From an optimization exercise on the open Yosys and OpenROAD flow, aimed at small area and a short achievable clock period; shortcuts taken in it are not production practice. Function was checked by simulation only, so behaviour that the tests miss may differ from the original. Power figures rest on the tool's default switching activity, not on a simulated workload.

==> flow/design.v <==
module sensor_trace # (parameter DW=512)
(
    input clk, resetn,
    input[31:0] cycles_per_frame,
    input[31:0] frame_header,
    input[7:0]  tracer_value,
    input[7:0]  tracer_enable,
    input[2:0]  tracer_index,
    output[31:0] rd_tracer_cell,
    input[31:0] wr_tracer_cell,
    input       wr_tracer_cell_wstrobe,
    input      [DW-1:0] lvds_in,
    output reg [DW-1:0] lvds_out,
    output sof
);
localparam TRACER_COUNT = 8;
reg[31:0] tracer_cell[0:TRACER_COUNT-1];
assign rd_tracer_cell = tracer_cell[tracer_index];
always @(posedge clk) begin
    if (wr_tracer_cell_wstrobe)
        tracer_cell[tracer_index] <= wr_tracer_cell;
end
wire[31:0] tracer_cycle[0:TRACER_COUNT-1];
wire[10:0] tracer_offset[0:TRACER_COUNT-1];
genvar i;
for (i=0; i<TRACER_COUNT; i=i+1) begin
    assign tracer_cycle[i] = tracer_cell[i] / (DW/8);
    assign tracer_offset[i] = (tracer_cell[i] % (DW/8)) * 8;
end
wire[DW-1:0] fh0={(DW/8){frame_header[07:00]}};
wire[DW-1:0] fh1={(DW/8){frame_header[15:08]}};
wire[DW-1:0] fh2={(DW/8){frame_header[23:16]}};
wire[DW-1:0] fh3={(DW/8){frame_header[31:24]}};
reg [31:0] frame_cycle;
always @(posedge clk) begin
    if (resetn == 0) begin
        frame_cycle <= 0;
    end
    else case (frame_cycle)
        0:  frame_cycle <= (lvds_in == fh0) ? 1 : 0;
        1:  frame_cycle <= (lvds_in == fh1) ? 2 : 0;
        2:  frame_cycle <= (lvds_in == fh2) ? 3 : 0;
        3:  frame_cycle <= (lvds_in == fh3) ? 4 : 0;
        default:
            if (frame_cycle == cycles_per_frame - 1)
                frame_cycle <= 0;
            else
                frame_cycle <= frame_cycle + 1;
    endcase
end
always @* begin
    lvds_out = lvds_in;
    if (tracer_enable[0] && frame_cycle == tracer_cycle[0])
        lvds_out[tracer_offset[0] +: 8] = tracer_value;
    if (tracer_enable[1] && frame_cycle == tracer_cycle[1])
        lvds_out[tracer_offset[1] +: 8] = tracer_value;
    if (tracer_enable[2] && frame_cycle == tracer_cycle[2])
        lvds_out[tracer_offset[2] +: 8] = tracer_value;
    if (tracer_enable[3] && frame_cycle == tracer_cycle[3])
        lvds_out[tracer_offset[3] +: 8] = tracer_value;
    if (tracer_enable[4] && frame_cycle == tracer_cycle[4])
        lvds_out[tracer_offset[4] +: 8] = tracer_value;
    if (tracer_enable[5] && frame_cycle == tracer_cycle[5])
        lvds_out[tracer_offset[5] +: 8] = tracer_value;
    if (tracer_enable[6] && frame_cycle == tracer_cycle[6])
        lvds_out[tracer_offset[6] +: 8] = tracer_value;
    if (tracer_enable[7] && frame_cycle == tracer_cycle[7])
        lvds_out[tracer_offset[7] +: 8] = tracer_value;
end
assign sof = (frame_cycle == 4);
endmodule
==> flow/run.sh <==
#!/bin/bash
# synth_recipe.tcl (not shown) runs the flow's synth.tcl, then flattens the netlist and writes it again
# the make line also repeats each setting of config.mk as NAME=value (left out here)
make -C /OpenROAD-flow-scripts/flow DESIGN_CONFIG=/design/flow/config.mk WORK_HOME=/design/flow/orfs CLKGATE_MAP_FILE= SYNTH_SCRIPT=/design/flow/synth_recipe.tcl finish
==> flow/config.mk <==
export PLATFORM = sky130hd
export DESIGN_NAME = sensor_trace
export DESIGN_NICKNAME = sensor_trace
export VERILOG_FILES = /design/flow/design.v
export SDC_FILE = /design/flow/constraint.sdc
export NUM_CORES = 4
export LEC_CHECK = 0
export CAP_MARGIN = 20
export CORE_MARGIN = 2
export CORE_UTILIZATION = 20
export PLACE_DENSITY = 0.35
export SLEW_MARGIN = 20
==> flow/constraint.sdc <==
create_clock -name core_clock -period 10.0 [get_ports {clk}]
set_input_delay 2.0000 -clock core_clock [delete_from_list [all_inputs] [get_ports {clk}]]
set_output_delay 2.0000 -clock core_clock [all_outputs]
set_load 0.01 [all_outputs]
==> summary.txt <==
==> sequential cells by signal (all words and copies together) (netlist names) <==
register     flops
frame_cycle     32
tracer_cell    256
==> area by class of cell <==
cell class | count | area (um2)
Antenna cell | 74 | 185
Fill cell | 25000 | 165000
Inverter | 114 | 428
Clock buffer | 30 | 708
Clock inverter | 22 | 333
Sequential cell | 288 | 8330
Multi-Input combinational cell | 5100 | 35500
Timing Repair Buffer | 1626 | 15100
Tap cell | 3026 | 3790
==> metal layers <==
layer | global-route usage | vias to the layer above | wire [um]
li1 | - | 26200 | -
met1 | 0.561 | 34900 | 221000
met2 | 0.729 | 5971 | 253000
met3 | 0.130 | 1681 | 56800
met4 | 0.434 | 48 | 65200
met5 | 0 | - | 342
==> power groups by stage <==
stage	combinational, mW	sequential, mW	clock, mW
after floorplan	0.742	1.39	0
after global placement	2.25	1.41	0
after detailed placement	2.24	1.41	0
after CTS	2.25	1.38	1.27
after global routing	2.32	1.38	1.30
final	2.36	1.38	1.25
==> cell families (layout without fill, tap and decap cells) <==
family	Yosys count	in the layout	synth area share
simple gates	2958	2958	0.354
compound gates	1311	1311	0.203
buf+inv	738	1792	0.0635
mux	456	456	0.126
xor+xnor	354	354	0.0672
flops	288	288	0.181
fa+ha+maj	21	21	0.00570
other cells	0	74	0
==> critical path, stage by stage <==
cell	delay [ns]
clkdlybuf4s50_1	0.50
o21ai_0	0.23
or4_1	0.83
nor4_1	0.94
a222oi_1	0.36
o2111ai_4	0.35
a221o_1	0.62
buf_4	0.30
mux2_2	0.35
clkdlybuf4s50_1	0.48
==> how the worst max path moves through the flow <==
| stage | cells after the start | from | endpoint |
|---|---|---|---|
| detailed placement | 10 | tracer_enable[4] | lvds_out[502] |
| global placement | 11 | tracer_enable[4] | lvds_out[307] |
| CTS | 13 | tracer_cell[4][1] | lvds_out[502] |
| global route | 13 | tracer_cell[4][2] | lvds_out[502] |
| finish | 10 | tracer_enable[4] | lvds_out[502] |
| floorplan | 8 | tracer_enable[2] | lvds_out[500] |
==> layout by cell type (no fill, tap or decap), types with 26 or more instances in the layout <==
master and instances:
o22ai_1 126, clkdlybuf4s50_1 1155, diode_2 74, nand4_1 344, o31ai_1 28, a22oi_1 65
clkbuf_16 28, a21oi_1 240, edfxtp_1 256, nand2_1 408, mux2i_1 44, xnor2_1 176
nor4_2 36, nor2_1 500, a221oi_1 32, or3_1 86, nand3_1 342, a31oi_1 49
mux2_2 336, o32ai_1 28, and2_1 33, a222oi_1 26, and4_1 46, o2111ai_1 41
a21o_1 141, mux4_2 64, inv_1 109, or4_1 233, or2_2 28, xor2_1 173
buf_4 446, a32oi_1 45, nor3_1 277, nand2b_1 31, dfxtp_1 32, and3_1 99
nor4_1 328, o21ai_0 210
==> metrics by stage <==
stage,cells,setup WS [ns],hold slack (ns)
2_1_floorplan,6126,3.71,0.566
3_3_place_gp,10100,0.917,0.618
3_5_place_dp,10200,1.23,0.624
4_1_cts,10200,1.18,0.644
5_1_grt,10200,1.06,0.701
6_report,10300,0.980,0.641
==> summary.txt <==
- Pwr/cell area: a little under 80 nW/um2
- Tot Pwr: approximately 5.0 mW
- Setup Viol. Count Final: 0
- Post-Syn Nets: between 6000 and 7000
- Sinks on Clock Net: about 290
- Final Util: 0.280
- Worst hold path class: reg -> reg
- Switch Pwr: ~2.2 mW
- Worst Skew: about 0.0066 ns
- Pleak: around 21 nW
- Slew Viols, Final: 0
- Total detailed-routing wirelength: a little under 600000 um
- Int Pwr: ~2.8 mW
- DRT Pass-1 Iters: 8
- Syn Inst Count: 6126
- Antenna-violating nets left: 0
- Critical path class: in -> out
- Core ar.: roughly 230000 um2
- CTS root buf: clkbuf_16
- Final setup TNS: 0 ns
- Hold EP: frame_cycle[29]
- Hold wc startpoint: frame_cycle[29]
- Die Footprint: approximately 230000 um2
- Internal reg-to-reg setup slack: around 5.9 ns
- #FFs+latches synth: 288
- Fmax achieved: roughly 110 MHz
- YS warnings: 1
- Fin crit period: about 9 ns
- Status: no timing/DRC/antenna violations
- Routed WL per cell: between 50 and 60 um
- Worst vdd ir: roughly 0.13 mV
- First-pass GRT wire length: about 740000 um
- Cell taking the most area after synthesis: edfxtp_1
- Vias in the first global route: between 60000 and 70000
- DRC viols: 0
- Initial DRC Count: roughly 11000
- Port-buffer cells: ~1200
- Worst-margin pin slew: ~1.4 ns
- Period utilization: 0.902
- Post-CTS Setup Repair Bufs: 0
- Synth async-reset ratio: 0
- CTS buffer count: 28
- Post-CTS sizing: 0
- Clock latency (worst-skew pair): between 0.6 and 0.7 ns
- Total grt overflow: 0
- Die Wd: roughly 480 um
- I/O Pins: 1175
- DP Area: between 60000 and 70000 um2
- Hold buffers post-CTS: 0
- Reg2reg path depth: 8
- CP Capture Type: output port
- Routability cong.: about 1.1
- Longest Clk Path Bufs: 3
- Req. time, crit path: approximately 8.0 ns
- CTS tree: built
- Vias post-DR: 68800
- Cell variety after synth: 120
- Max Fanout on Critical Path: 8
- Fin nets: ~7800
- Finished Cell Area: 64400 um2
- EDFF count, synth: roughly 260
- WHS Path Cells: 2
- Crit path launch type: input pin
- Global Route Usage Sum: 0.484
- H-tree levels: 1
- Mapped Area: about 46000 um2
- HPWL Detailed: 489000 um
- Clk slew on worst S/H paths: ~0.07 ns
- Relative slew slack: 0.0753
- Share of layout cells above drive strength 1: 0.158
- Area Overhead vs Synth: 39.6%
- Rows: 176
- Max-cap violations: 0
- Mean Syn Cell Area: 7.53 um2
- FF-to-FF End: frame_cycle[1]
- Reg2reg start: frame_cycle[0]
- Synth top area share: 0.167
- Initial core utilization: 0.201
- Number of vias per cell: 6.69
- Reg power frac: 0.277
- Die Height: 484 um
- Initial antenna violation count: between 100 and 150
- Synth cell count leaders: nor2_1 (508), clkbuf_1 (494), nand2_1 (408)
- Comb pwr share: 0.474
- Post-synthesis sequential area ratio: 0.181
- RSZ-0062 raised after global routing: no
- Most frequent cell after synthesis: nor2_1
- Final hold violations: 0
- Crit path arrival time: 7.02 ns
- Synth area leaders: edfxtp_1 (17%), mux2_2 (8.2%), nor4_1 (4.7%)
- Sw frac: 0.437
- Main synth FF type: edfxtp_1
- Pin count of the biggest net entering global routing: 80
- Clock Power Share: 0.250

[separate check: timing with driven ports]
The flow's constraints put no driver on any port. The routed layout listed below was extracted and timed again, unchanged, in two steps.
Step 1: set_driving_cell puts a clkbuf_16 on clk and a buf_2 on each other input, an assumption about the parent block.
Step 2 also shifts input and output timing later by t, the mid clock arrival at the registers, as if the neighbouring blocks saw the same clock.
Three values: no drivers, after step 1, after step 2; two values: the first two.
t, ns: 0.702
slack for setup (ns): 0.980 / 0.956 / 0.956
hold WS [ns]: 0.641 / 0.641 / 0.641
latest minus earliest clock arrival (ns): 0.036 / 0.036
After both steps this run still meets setup and hold. The setup slack of this run moves by -0.024 ns with the drivers and by -0.024 ns with both steps.
